Background: an optimization exercise with open tools, aiming at small area. Do not read the settings as production practice. In this exercise RTL edits were held to simulation tests only and were not proved equivalent to the original. Power is estimated from default activity; no workload was simulated.

==> build 84 <==
==> flow/design.v <==
module fpadd_top (
    input  wire        clk,
    input  wire [31:0] a,
    input  wire [31:0] b,
    output reg  [31:0] y
);
    reg  [31:0] a_q, b_q;
    wire        s_w;
    wire [7:0]  e_w;
    wire [22:0] f_w;
    fp_adder u_add (
        .sign1(a_q[31]), .sign2(b_q[31]),
        .exp1(a_q[30:23]), .exp2(b_q[30:23]),
        .frac1(a_q[22:0]), .frac2(b_q[22:0]),
        .sign_out(s_w), .exp_out(e_w), .frac_out(f_w)
    );
    always @(posedge clk) begin
        a_q <= a;
        b_q <= b;
        y   <= {s_w, e_w, f_w};
    end
endmodule

module fp_adder(
    input wire sign1,sign2,
    input wire[7:0] exp1,exp2,
    input wire [22:0] frac1,frac2,
    output wire sign_out,
    output wire [7:0] exp_out,
    output wire [22:0] frac_out
);
    wire [8:0] ed  = {1'b0,exp1} - {1'b0,exp2};
    wire       elt = ed[8];                  
    wire       eeq = ~|ed[7:0];
    wire [23:0] ca = {1'b0,frac1} + {1'b0,~frac2};
    wire       fgt = ca[23];
    wire       gt  = eeq ? fgt : ~elt;       
    wire [7:0] eb  = elt ? exp2 : exp1;
    wire [7:0] d   = elt ? (exp2 - exp1) : ed[7:0];
    wire       hi  = |d[7:5];
    wire        sb = gt ? sign1 : sign2;
    wire [23:0] fb = gt ? {1'b1,frac1} : {1'b1,frac2};
    wire [23:0] fs = gt ? {1'b1,frac2} : {1'b1,frac1};
    wire [23:0] r0 = (d[4] | hi) ? {16'd0, fs[23:16]} : fs;
    wire [23:0] r1 = (d[3] | hi) ? {8'd0, r0[23:8]} : r0;
    wire [23:0] r2 = d[2] ? {4'd0, r1[23:4]} : r1;
    wire [23:0] r3 = d[1] ? {2'd0, r2[23:2]} : r2;
    wire [23:0] fa = d[0] ? {1'd0, r3[23:1]} : r3;
    wire        sub = sign1 ^ sign2;
    wire [24:0] sum = {1'b0,fb} + {sub,fa ^ {24{sub}}} + {24'd0,sub};
    wire [31:0] x = {sum, 7'h00};
    wire [15:0] v1; wire [15:0] c1;
    genvar i;
    for (i=0;i<16;i=i+1) begin: l1
        assign v1[i] = x[2*i+1] | x[2*i];
        assign c1[i] = ~x[2*i+1];
    end
    wire [7:0] v2; wire [15:0] c2;
    for (i=0;i<8;i=i+1) begin: l2
        assign v2[i] = v1[2*i+1] | v1[2*i];
        assign c2[2*i+1:2*i] = v1[2*i+1] ? {1'b0, c1[2*i+1]} : {1'b1, c1[2*i]};
    end
    wire [3:0] v3; wire [11:0] c3;
    for (i=0;i<4;i=i+1) begin: l3
        assign v3[i] = v2[2*i+1] | v2[2*i];
        assign c3[3*i+2:3*i] = v2[2*i+1] ? {1'b0, c2[4*i+3:4*i+2]} : {1'b1, c2[4*i+1:4*i]};
    end
    wire [1:0] v4; wire [7:0] c4;
    for (i=0;i<2;i=i+1) begin: l4
        assign v4[i] = v3[2*i+1] | v3[2*i];
        assign c4[4*i+3:4*i] = v3[2*i+1] ? {1'b0, c3[6*i+5:6*i+3]} : {1'b1, c3[6*i+2:6*i]};
    end
    wire [4:0] z = v4[1] ? {1'b0, c4[7:4]} : {1'b1, c4[3:0]};
    wire [24:0] n0 = z[4] ? {sum[8:0], 16'd0} : sum;
    wire [24:0] n1 = z[3] ? {n0[16:0], 8'd0} : n0;
    wire [24:0] n2 = z[2] ? {n1[20:0], 4'd0} : n1;
    wire [24:0] n3 = z[1] ? {n2[22:0], 2'd0} : n2;
    wire [24:0] n4 = z[0] ? {n3[23:0], 1'd0} : n3;
    wire zero = ~(v4[1] | v4[0]);
    wire [9:0] re9 = {2'b0,eb} + 10'd1 - {5'b0,z};
    wire [7:0] re = re9[7:0];
    wire flush = zero | re9[9];
    assign sign_out = sb & ~zero;
    assign exp_out  = flush ? 8'd0 : re;
    assign frac_out = flush ? 23'd0 : n4[23:1];
endmodule
==> flow/flow/run.sh <==
#!/bin/bash
# Own layout flow: the standard ORFS flow (standard.sh), with these changes:
#  - synthesis is ORFS's synth.tcl run through synth_recipe.tcl as usual (same passes, registers,
#    flattening and renaming), except that the combinational logic is mapped with the
#    area-oriented ABC script flow/area.abc, without the Kogge-Stone adder map and without
#    full-adder extraction;
#  - port buffers use sky130_fd_sc_hd__buf_1;
#  - flow/extra.mk adds make variables (one NAME=value per line), e.g. the CTS arguments;
#  - everything else (floorplan, tapcells, PDN, placement, CTS, routing) is the standard flow.
# All tool output goes to flow_make.log here and to ORFS's own logs under orfs/logs.
set -euo pipefail
W=$(pwd)
FLOWDIR=$W/flow
# synthesis script: ORFS synth.tcl with the abc call using our script
sed -e "s|log_cmd abc {\*}\$abc_args|log_cmd abc {*}[lreplace \$abc_args 1 1 $FLOWDIR/area.abc]|" \
  "$FLOW_HOME/scripts/synth.tcl" > "$W/own_synth_core.tcl"
grep -q "$FLOWDIR/area.abc" "$W/own_synth_core.tcl"
sed -e "s|source \$::env(SCRIPTS_DIR)/synth.tcl|source $W/own_synth_core.tcl|" \
  "$W/synth_recipe.tcl" > "$W/own_synth.tcl"
grep -q own_synth_core "$W/own_synth.tcl"
# further make variables, one NAME=value per line
EXTRA=()
if [[ -f "$FLOWDIR/extra.mk" ]]; then mapfile -t EXTRA < <(grep -v '^#' "$FLOWDIR/extra.mk" | grep .); fi
bash "$W/standard.sh" SYNTH_SCRIPT="$W/own_synth.tcl" ADDER_MAP_FILE= \
  SYNTH_OPERATIONS_ARGS="-noshare" BUFFER_PORTS_ARGS="-buffer_cell sky130_fd_sc_hd__buf_1" \
  "${EXTRA[@]}" finish > "$W/flow_make.log" 2>&1
==> flow/flow/area.abc <==
strash
ifraig
dch
amap
topo
stime -c
buffer -c
upsize -c
dnsize -c
==> flow/flow/extra.mk <==
CTS_ARGS=-sink_clustering_enable -repair_clock_nets -dont_use_dummy_load -buf_list {sky130_fd_sc_hd__clkbuf_4 sky130_fd_sc_hd__clkbuf_8}
==> flow/standard.sh <==
#!/bin/bash
# synth_recipe.tcl (not shown) runs the flow's synth.tcl, then flattens the netlist and writes it again
# the make line also repeats each setting of config.mk as NAME=value (left out here)
make -C /OpenROAD-flow-scripts/flow DESIGN_CONFIG=/design/flow/config.mk WORK_HOME=/design/flow/orfs CLKGATE_MAP_FILE= SYNTH_SCRIPT=/design/flow/synth_recipe.tcl "${@:-finish}"
==> flow/config.mk <==
export PLATFORM = sky130hd
export DESIGN_NAME = fpadd_top
export DESIGN_NICKNAME = fpadd_top
export VERILOG_FILES = /design/flow/design.v
export SDC_FILE = /design/flow/constraint.sdc
export NUM_CORES = 4
export LEC_CHECK = 0
export CAP_MARGIN = 20
export CORE_MARGIN = 2
export CORE_UTILIZATION = 55
export CTS_BUF_LIST = sky130_fd_sc_hd__clkbuf_4 sky130_fd_sc_hd__clkbuf_8
export SETUP_SLACK_MARGIN = -0.6
export SLEW_MARGIN = 20
==> flow/constraint.sdc <==
create_clock -name core_clock -period 11.0 [get_ports {clk}]
set_input_delay 2.2000 -clock core_clock [delete_from_list [all_inputs] [get_ports {clk}]]
set_output_delay 2.2000 -clock core_clock [all_outputs]
set_load 0.01 [all_outputs]
==> trial 13 (differences from build 84) <==
==> flow/design.v, changed modules only <==
module fp_adder(
    input wire sign1,sign2,
    input wire[7:0] exp1,exp2,
    input wire [22:0] frac1,frac2,
    output wire sign_out,
    output wire [7:0] exp_out,
    output wire [22:0] frac_out
);
    wire [8:0] ed  = {1'b0,exp1} - {1'b0,exp2};
    wire       elt = ed[8];                  
    wire       eeq = ~|ed[7:0];
    wire [23:0] ca = {1'b0,frac1} + {1'b0,~frac2};  
    wire       fgt = ca[23];
    wire       gt  = eeq ? fgt : ~elt;       
    wire [7:0] eb  = elt ? exp2 : exp1;
    wire [7:0] d   = (ed[7:0] ^ {8{elt}}) + {7'd0,elt};  
    wire       hi  = |d[7:5];
    wire        sb = gt ? sign1 : sign2;
    wire [23:0] fb = gt ? {1'b1,frac1} : {1'b1,frac2};
    wire [23:0] fs = gt ? {1'b1,frac2} : {1'b1,frac1};
    wire [23:0] r0 = (d[4] | hi) ? {16'd0, fs[23:16]} : fs;
    wire [23:0] r1 = (d[3] | hi) ? {8'd0, r0[23:8]} : r0;
    wire [23:0] r2 = d[2] ? {4'd0, r1[23:4]} : r1;
    wire [23:0] r3 = d[1] ? {2'd0, r2[23:2]} : r2;
    wire [23:0] fa = d[0] ? {1'd0, r3[23:1]} : r3;
    wire        sub = sign1 ^ sign2;
    wire [24:0] sum = {1'b0,fb} + {sub,fa ^ {24{sub}}} + {24'd0,sub};
    wire [31:0] x = {sum, 7'h00};
    wire [15:0] v1; wire [15:0] c1;
    genvar i;
    for (i=0;i<16;i=i+1) begin: l1
        assign v1[i] = x[2*i+1] | x[2*i];
        assign c1[i] = ~x[2*i+1];
    end
    wire [7:0] v2; wire [15:0] c2;
    for (i=0;i<8;i=i+1) begin: l2
        assign v2[i] = v1[2*i+1] | v1[2*i];
        assign c2[2*i+1:2*i] = v1[2*i+1] ? {1'b0, c1[2*i+1]} : {1'b1, c1[2*i]};
    end
    wire [3:0] v3; wire [11:0] c3;
    for (i=0;i<4;i=i+1) begin: l3
        assign v3[i] = v2[2*i+1] | v2[2*i];
        assign c3[3*i+2:3*i] = v2[2*i+1] ? {1'b0, c2[4*i+3:4*i+2]} : {1'b1, c2[4*i+1:4*i]};
    end
    wire [1:0] v4; wire [7:0] c4;
    for (i=0;i<2;i=i+1) begin: l4
        assign v4[i] = v3[2*i+1] | v3[2*i];
        assign c4[4*i+3:4*i] = v3[2*i+1] ? {1'b0, c3[6*i+5:6*i+3]} : {1'b1, c3[6*i+2:6*i]};
    end
    wire [4:0] z = v4[1] ? {1'b0, c4[7:4]} : {1'b1, c4[3:0]};
    wire [24:0] n0 = z[4] ? {sum[8:0], 16'd0} : sum;
    wire [24:0] n1 = z[3] ? {n0[16:0], 8'd0} : n0;
    wire [24:0] n2 = z[2] ? {n1[20:0], 4'd0} : n1;
    wire [24:0] n3 = z[1] ? {n2[22:0], 2'd0} : n2;
    wire [24:0] n4 = z[0] ? {n3[23:0], 1'd0} : n3;
    wire zero = ~(v4[1] | v4[0]);               
    wire [9:0] re9 = {2'b0,eb} + 10'd1 - {5'b0,z};
    wire [7:0] re = re9[7:0];
    wire flush = zero | re9[9];                 
    assign sign_out = sb & ~zero;
    assign exp_out  = flush ? 8'd0 : re;
    assign frac_out = flush ? 23'd0 : n4[23:1];
endmodule
--- a/flow/flow/run.sh
+++ b/flow/flow/run.sh
@@ -3,7 +3,8 @@
 #  - synthesis is ORFS's synth.tcl run through synth_recipe.tcl as usual (same passes, registers,
 #    flattening and renaming), except that the combinational logic is mapped with the
 #    area-oriented ABC script flow/area.abc, without the Kogge-Stone adder map and without
-#    full-adder extraction;
+#    full-adder extraction, and (flow/abc_dont_use.txt) without the non-inverting AND-OR cells,
+#    which leaves ABC's area mapper with better choices;
 #  - port buffers use sky130_fd_sc_hd__buf_1;
 #  - flow/extra.mk adds make variables (one NAME=value per line), e.g. the CTS arguments;
 #  - everything else (floorplan, tapcells, PDN, placement, CTS, routing) is the standard flow.
@@ -12,7 +13,13 @@
 W=$(pwd)
 FLOWDIR=$W/flow
 # synthesis script: ORFS synth.tcl with the abc call using our script
-sed -e "s|log_cmd abc {\*}\$abc_args|log_cmd abc {*}[lreplace \$abc_args 1 1 $FLOWDIR/area.abc]|" \
+# cells that ABC alone may not map to (flow/abc_dont_use.txt, one per line); the rest of the
+# flow may still use them
+XDU=""
+if [[ -f "$FLOWDIR/abc_dont_use.txt" ]]; then
+  for c in $(grep -v '^#' "$FLOWDIR/abc_dont_use.txt"); do XDU="$XDU -dont_use $c"; done
+fi
+sed -e "s|log_cmd abc {\*}\$abc_args|log_cmd abc {*}[lreplace \$abc_args 1 1 $FLOWDIR/area.abc]$XDU|" \
   "$FLOW_HOME/scripts/synth.tcl" > "$W/own_synth_core.tcl"
 grep -q "$FLOWDIR/area.abc" "$W/own_synth_core.tcl"
 sed -e "s|source \$::env(SCRIPTS_DIR)/synth.tcl|source $W/own_synth_core.tcl|" \
==> flow/flow/abc_dont_use.txt (new file) <==
sky130_fd_sc_hd__a2111o_1
sky130_fd_sc_hd__a2111o_2
sky130_fd_sc_hd__a2111o_4
sky130_fd_sc_hd__a211o_1
sky130_fd_sc_hd__a211o_2
sky130_fd_sc_hd__a211o_4
sky130_fd_sc_hd__a21bo_1
sky130_fd_sc_hd__a21bo_2
sky130_fd_sc_hd__a21bo_4
sky130_fd_sc_hd__a21o_1
sky130_fd_sc_hd__a21o_2
sky130_fd_sc_hd__a21o_4
sky130_fd_sc_hd__a221o_1
sky130_fd_sc_hd__a221o_2
sky130_fd_sc_hd__a221o_4
sky130_fd_sc_hd__a22o_1
sky130_fd_sc_hd__a22o_2
sky130_fd_sc_hd__a22o_4
sky130_fd_sc_hd__a2bb2o_1
sky130_fd_sc_hd__a2bb2o_2
sky130_fd_sc_hd__a2bb2o_4
sky130_fd_sc_hd__a311o_1
sky130_fd_sc_hd__a311o_2
sky130_fd_sc_hd__a311o_4
sky130_fd_sc_hd__a31o_1
sky130_fd_sc_hd__a31o_2
sky130_fd_sc_hd__a31o_4
sky130_fd_sc_hd__a32o_1
sky130_fd_sc_hd__a32o_2
sky130_fd_sc_hd__a32o_4
sky130_fd_sc_hd__a41o_1
sky130_fd_sc_hd__a41o_2
sky130_fd_sc_hd__a41o_4
sky130_fd_sc_hd__and2_0
sky130_fd_sc_hd__and2_1
sky130_fd_sc_hd__and2_2
sky130_fd_sc_hd__and2_4
sky130_fd_sc_hd__and2b_1
sky130_fd_sc_hd__and2b_2
sky130_fd_sc_hd__and2b_4
sky130_fd_sc_hd__and3_1
sky130_fd_sc_hd__and3_2
sky130_fd_sc_hd__and3_4
sky130_fd_sc_hd__and3b_1
sky130_fd_sc_hd__and3b_2
sky130_fd_sc_hd__and3b_4
sky130_fd_sc_hd__and4_1
sky130_fd_sc_hd__and4_2
sky130_fd_sc_hd__and4_4
sky130_fd_sc_hd__and4b_1
sky130_fd_sc_hd__and4b_2
sky130_fd_sc_hd__and4b_4
sky130_fd_sc_hd__o2111a_1
sky130_fd_sc_hd__o2111a_2
sky130_fd_sc_hd__o2111a_4
sky130_fd_sc_hd__o211a_1
sky130_fd_sc_hd__o211a_2
sky130_fd_sc_hd__o211a_4
sky130_fd_sc_hd__o21a_1
sky130_fd_sc_hd__o21a_2
sky130_fd_sc_hd__o21a_4
sky130_fd_sc_hd__o21ba_1
sky130_fd_sc_hd__o21ba_2
sky130_fd_sc_hd__o21ba_4
sky130_fd_sc_hd__o221a_1
sky130_fd_sc_hd__o221a_2
sky130_fd_sc_hd__o221a_4
sky130_fd_sc_hd__o22a_1
sky130_fd_sc_hd__o22a_2
sky130_fd_sc_hd__o22a_4
sky130_fd_sc_hd__o2bb2a_1
sky130_fd_sc_hd__o2bb2a_2
sky130_fd_sc_hd__o2bb2a_4
sky130_fd_sc_hd__o311a_1
sky130_fd_sc_hd__o311a_2
sky130_fd_sc_hd__o311a_4
sky130_fd_sc_hd__o31a_1
sky130_fd_sc_hd__o31a_2
sky130_fd_sc_hd__o31a_4
sky130_fd_sc_hd__o32a_1
sky130_fd_sc_hd__o32a_2
sky130_fd_sc_hd__o32a_4
sky130_fd_sc_hd__o41a_1
sky130_fd_sc_hd__o41a_2
sky130_fd_sc_hd__o41a_4
sky130_fd_sc_hd__or2_0
sky130_fd_sc_hd__or2_1
sky130_fd_sc_hd__or2_2
sky130_fd_sc_hd__or2_4
sky130_fd_sc_hd__or2b_1
sky130_fd_sc_hd__or2b_2
sky130_fd_sc_hd__or2b_4
sky130_fd_sc_hd__or3_1
sky130_fd_sc_hd__or3_2
sky130_fd_sc_hd__or3_4
sky130_fd_sc_hd__or3b_1
sky130_fd_sc_hd__or3b_2
sky130_fd_sc_hd__or3b_4
sky130_fd_sc_hd__or4_1
sky130_fd_sc_hd__or4_2
sky130_fd_sc_hd__or4_4
sky130_fd_sc_hd__or4b_1
sky130_fd_sc_hd__or4b_2
sky130_fd_sc_hd__or4b_4
==> flow/flow/area.abc (replaced) <==
strash
ifraig
dch
amap
topo
stime -c
buffer -c
upsize -D 8000
dnsize -D 8000
Settings changed: GPL_ROUTABILITY_DRIVEN from default to 0, SETUP_SLACK_MARGIN -0.6 to -0.4.
==> build 38 (differences from build 84) <==
==> flow/design.v, changed modules only <==
module fp_adder(
    input wire sign1,sign2,
    input wire[7:0] exp1,exp2,
    input wire [22:0] frac1,frac2,
    output wire sign_out,
    output wire [7:0] exp_out,
    output wire [22:0] frac_out
);
    wire [8:0] ed  = {1'b0,exp1} - {1'b0,exp2};
    wire       elt = ed[8];                  
    wire       eeq = ~|ed[7:0];
    wire       fgt = frac1 > frac2;
    wire       gt  = eeq ? fgt : ~elt;       
    wire [7:0] eb  = elt ? exp2 : exp1;
    wire [7:0] d   = elt ? (exp2 - exp1) : ed[7:0];
    wire       hi  = |d[7:5];
    wire        sb = gt ? sign1 : sign2;
    wire [23:0] fb = gt ? {1'b1,frac1} : {1'b1,frac2};
    wire [23:0] fs = gt ? {1'b1,frac2} : {1'b1,frac1};
    wire [23:0] r0 = (d[4] | hi) ? {16'd0, fs[23:16]} : fs;
    wire [23:0] r1 = (d[3] | hi) ? {8'd0, r0[23:8]} : r0;
    wire [23:0] r2 = d[2] ? {4'd0, r1[23:4]} : r1;
    wire [23:0] r3 = d[1] ? {2'd0, r2[23:2]} : r2;
    wire [23:0] fa = d[0] ? {1'd0, r3[23:1]} : r3;
    wire        sub = sign1 ^ sign2;
    wire [24:0] sum = {1'b0,fb} + {sub,fa ^ {24{sub}}} + {24'd0,sub};
    wire [31:0] x = {sum, 7'h7f};
    wire [15:0] v1; wire [15:0] c1;
    genvar i;
    for (i=0;i<16;i=i+1) begin: l1
        assign v1[i] = x[2*i+1] | x[2*i];
        assign c1[i] = ~x[2*i+1];
    end
    wire [7:0] v2; wire [15:0] c2;
    for (i=0;i<8;i=i+1) begin: l2
        assign v2[i] = v1[2*i+1] | v1[2*i];
        assign c2[2*i+1:2*i] = v1[2*i+1] ? {1'b0, c1[2*i+1]} : {1'b1, c1[2*i]};
    end
    wire [3:0] v3; wire [11:0] c3;
    for (i=0;i<4;i=i+1) begin: l3
        assign v3[i] = v2[2*i+1] | v2[2*i];
        assign c3[3*i+2:3*i] = v2[2*i+1] ? {1'b0, c2[4*i+3:4*i+2]} : {1'b1, c2[4*i+1:4*i]};
    end
    wire [1:0] v4; wire [7:0] c4;
    for (i=0;i<2;i=i+1) begin: l4
        assign v4[i] = v3[2*i+1] | v3[2*i];
        assign c4[4*i+3:4*i] = v3[2*i+1] ? {1'b0, c3[6*i+5:6*i+3]} : {1'b1, c3[6*i+2:6*i]};
    end
    wire [4:0] z = v4[1] ? {1'b0, c4[7:4]} : {1'b1, c4[3:0]};
    wire [24:0] n0 = z[4] ? {sum[8:0], 16'd0} : sum;
    wire [24:0] n1 = z[3] ? {n0[16:0], 8'd0} : n0;
    wire [24:0] n2 = z[2] ? {n1[20:0], 4'd0} : n1;
    wire [24:0] n3 = z[1] ? {n2[22:0], 2'd0} : n2;
    wire [24:0] n4 = z[0] ? {n3[23:0], 1'd0} : n3;
    wire zero = ~|sum;
    wire [23:0] m = (eb >= 8'd23) ? 24'hffffff : ~(24'h7fffff >> eb[4:0]);
    wire flush = ~sum[24] & ~|(sum[23:0] & m);
    wire [7:0] re = eb + 8'd1 - {3'b0,z};
    assign sign_out = sb & ~zero;
    assign exp_out  = flush ? 8'd0 : re;
    assign frac_out = flush ? 23'd0 : n4[23:1];
endmodule
--- a/flow/flow/run.sh
+++ b/flow/flow/run.sh
@@ -1,13 +1,9 @@
 #!/bin/bash
-# Own layout flow: the standard ORFS flow (standard.sh), with these changes:
-#  - synthesis is ORFS's synth.tcl run through synth_recipe.tcl as usual (same passes, registers,
-#    flattening and renaming), except that the combinational logic is mapped with the
-#    area-oriented ABC script flow/area.abc, without the Kogge-Stone adder map and without
-#    full-adder extraction;
+# Own layout flow: the standard ORFS flow, with three changes:
+#  - synthesis maps the combinational logic with an area-oriented ABC script (flow/area.abc),
+#    without the Kogge-Stone adder map and without full-adder extraction;
 #  - port buffers use sky130_fd_sc_hd__buf_1;
-#  - flow/extra.mk adds make variables (one NAME=value per line), e.g. the CTS arguments;
 #  - everything else (floorplan, tapcells, PDN, placement, CTS, routing) is the standard flow.
-# All tool output goes to flow_make.log here and to ORFS's own logs under orfs/logs.
 set -euo pipefail
 W=$(pwd)
 FLOWDIR=$W/flow
==> flow/flow/area.abc (replaced) <==
strash
dch
amap
topo
stime -c
buffer -c
upsize -c
dnsize -c
Settings changed: CTS_BUF_LIST sky130_fd_sc_hd__clkbuf_4 sky130_fd_sc_hd__clkbuf_8 to default, SETUP_SLACK_MARGIN -0.6 to default.
removed: flow/flow/extra.mk
==> build 26 (differences from build 84) <==
==> flow/design.v, changed modules only <==
module fp_adder(
    input wire sign1,sign2,
    input wire[7:0] exp1,exp2,
    input wire [22:0] frac1,frac2,
    output wire sign_out,
    output wire [7:0] exp_out,
    output wire [22:0] frac_out
);
    wire [8:0] ed  = {1'b0,exp1} - {1'b0,exp2};
    wire       elt = ed[8];                  
    wire       eeq = ~|ed[7:0];
    wire [23:0] ca = {1'b0,frac1} + {1'b0,~frac2};  
    wire       fgt = ca[23];
    wire       gt  = eeq ? fgt : ~elt;       
    wire [7:0] eb  = elt ? exp2 : exp1;
    wire [7:0] d   = (ed[7:0] ^ {8{elt}}) + {7'd0,elt};  
    wire       hi  = |d[7:5];
    wire        sb = gt ? sign1 : sign2;
    wire [23:0] fb = gt ? {1'b1,frac1} : {1'b1,frac2};
    wire [23:0] fs = gt ? {1'b1,frac2} : {1'b1,frac1};
    wire [23:0] r0 = (d[4] | hi) ? {16'd0, fs[23:16]} : fs;
    wire [23:0] r1 = (d[3] | hi) ? {8'd0, r0[23:8]} : r0;
    wire [23:0] r2 = d[2] ? {4'd0, r1[23:4]} : r1;
    wire [23:0] r3 = d[1] ? {2'd0, r2[23:2]} : r2;
    wire [23:0] fa = d[0] ? {1'd0, r3[23:1]} : r3;
    wire        sub = sign1 ^ sign2;
    wire [24:0] sum = {1'b0,fb} + {sub,fa ^ {24{sub}}} + {24'd0,sub};
    wire [31:0] x = {sum, 7'h00};
    wire [15:0] v1; wire [15:0] c1;
    genvar i;
    for (i=0;i<16;i=i+1) begin: l1
        assign v1[i] = x[2*i+1] | x[2*i];
        assign c1[i] = ~x[2*i+1];
    end
    wire [7:0] v2; wire [15:0] c2;
    for (i=0;i<8;i=i+1) begin: l2
        assign v2[i] = v1[2*i+1] | v1[2*i];
        assign c2[2*i+1:2*i] = v1[2*i+1] ? {1'b0, c1[2*i+1]} : {1'b1, c1[2*i]};
    end
    wire [3:0] v3; wire [11:0] c3;
    for (i=0;i<4;i=i+1) begin: l3
        assign v3[i] = v2[2*i+1] | v2[2*i];
        assign c3[3*i+2:3*i] = v2[2*i+1] ? {1'b0, c2[4*i+3:4*i+2]} : {1'b1, c2[4*i+1:4*i]};
    end
    wire [1:0] v4; wire [7:0] c4;
    for (i=0;i<2;i=i+1) begin: l4
        assign v4[i] = v3[2*i+1] | v3[2*i];
        assign c4[4*i+3:4*i] = v3[2*i+1] ? {1'b0, c3[6*i+5:6*i+3]} : {1'b1, c3[6*i+2:6*i]};
    end
    wire [4:0] z = v4[1] ? {1'b0, c4[7:4]} : {1'b1, c4[3:0]};
    wire [24:0] n0 = z[4] ? {sum[8:0], 16'd0} : sum;
    wire [24:0] n1 = z[3] ? {n0[16:0], 8'd0} : n0;
    wire [24:0] n2 = z[2] ? {n1[20:0], 4'd0} : n1;
    wire [24:0] n3 = z[1] ? {n2[22:0], 2'd0} : n2;
    wire [24:0] n4 = z[0] ? {n3[23:0], 1'd0} : n3;
    wire zero = ~(v4[1] | v4[0]);               
    wire [9:0] re9 = {2'b0,eb} + 10'd1 - {5'b0,z};
    wire [7:0] re = re9[7:0];
    wire flush = zero | re9[9];                 
    assign sign_out = sb & ~zero;
    assign exp_out  = flush ? 8'd0 : re;
    assign frac_out = flush ? 23'd0 : n4[23:1];
endmodule
==> flow/flow/area.abc (replaced) <==
strash
ifraig
dch
amap
topo
stime -c
buffer -c
upsize -D 9000
dnsize -D 9000
Settings changed: SETUP_SLACK_MARGIN -0.6 to -0.4.
==> comparison <==
The highest routed wire length belongs to build 38, the lowest to trial 13.
Between trial 13 and build 84, the lower clock power is in trial 13 (gap about 4%, measured against build 84).
The lowest register-to-register slack belongs to build 26, the highest to build 38.
Synthesized area: build 26 < trial 13 < build 84 < build 38.
Global-route usage, lowest first: trial 13, build 38, build 26, build 84.
Build 26 finished clean. Build 84 ran to the end with no violations. Build 38 completed without violations. Trial 13 went through all stages and came out clean.
Flip-flop and latch count is the same in trial 13 and build 38.
Maximum frequency: build 26 < build 84 < trial 13 < build 38.
==> figures <==
metric                                                         build 84                   trial 13                    build 38                   build 26
Vias                                                              7,141                      6,948                       7,559                      7,040
Hold-critical path depth                                              2                          2                           3                          2
First-pass DRT Iterations                                             5                          6                           6                          5
Top cell type's share of synthesized area                         29.1%                      29.6%                       27.7%                      30.3%
Multi-input gates                                                   702                        724                         733                        699
IR Drop Worst-Case VDD                                           187 µV                     166 µV                      107 µV                     197 µV
Root Buffer Master                            sky130_fd_sc_hd__clkbuf_8  sky130_fd_sc_hd__clkbuf_8  sky130_fd_sc_hd__clkbuf_16  sky130_fd_sc_hd__clkbuf_8
Smallest setup slack after layout                              0.553 ns                   0.743 ns                    0.883 ns                   0.515 ns
Share of power burned in combinational logic                      59.2%                      56.3%                       57.3%                      57.5%
Path length in cells of the critical path                            58                         62                          53                         58
Finished Core Util                                                60.4%                      61.4%                       64.9%                      62.6%
Initial Util                                                      55.7%                      56.6%                       57.0%                      56.1%
Clock Power Share                                                 11.9%                      12.5%                       18.0%                      12.4%
Buffers, non-clock                                                  109                        116                         128                        119
Result of the run                               complete, no violations    complete, no violations     complete, no violations    complete, no violations
Wire length of the first global-routing pass                    31.1 mm                    26.7 mm                     31.4 mm                    30.5 mm

## what the ideal ports hide
In the flow no input, the clock included, has a driving cell. The finished layouts below were timed again as built, in two steps. Step 1 sets driving cells, clkbuf_16 on the clock port and buf_2 on the other inputs (assumed; they add their load-dependent delay and slew). Step 2, shift: input delay + t, output delay - t, t = (earliest + latest rising clock arrival at the registers) / 2. This alone moves slack from input paths to output paths. Slacks: ideal / step 1 / step 2; pairs: ideal / step 1.
| run | t, ns | setup slack, ns | worst register clock-pin slew, ns | pins driven straight from the clock port |
|---|---|---|---|---|
| build 84 | 0.401 | 0.553 / 0.553 / 0.553 | 0.09 / 0.09 | 1 |
| trial 13 | 0.411 | 0.743 / 0.743 / 0.743 | 0.09 / 0.09 | 1 |
| build 38 | 0.398 | 0.883 / 0.883 / 0.883 | 0.07 / 0.07 | 1 |
| build 26 | 0.406 | 0.515 / 0.515 / 0.515 | 0.09 / 0.09 | 1 |
After both steps every run listed still meets setup and hold.
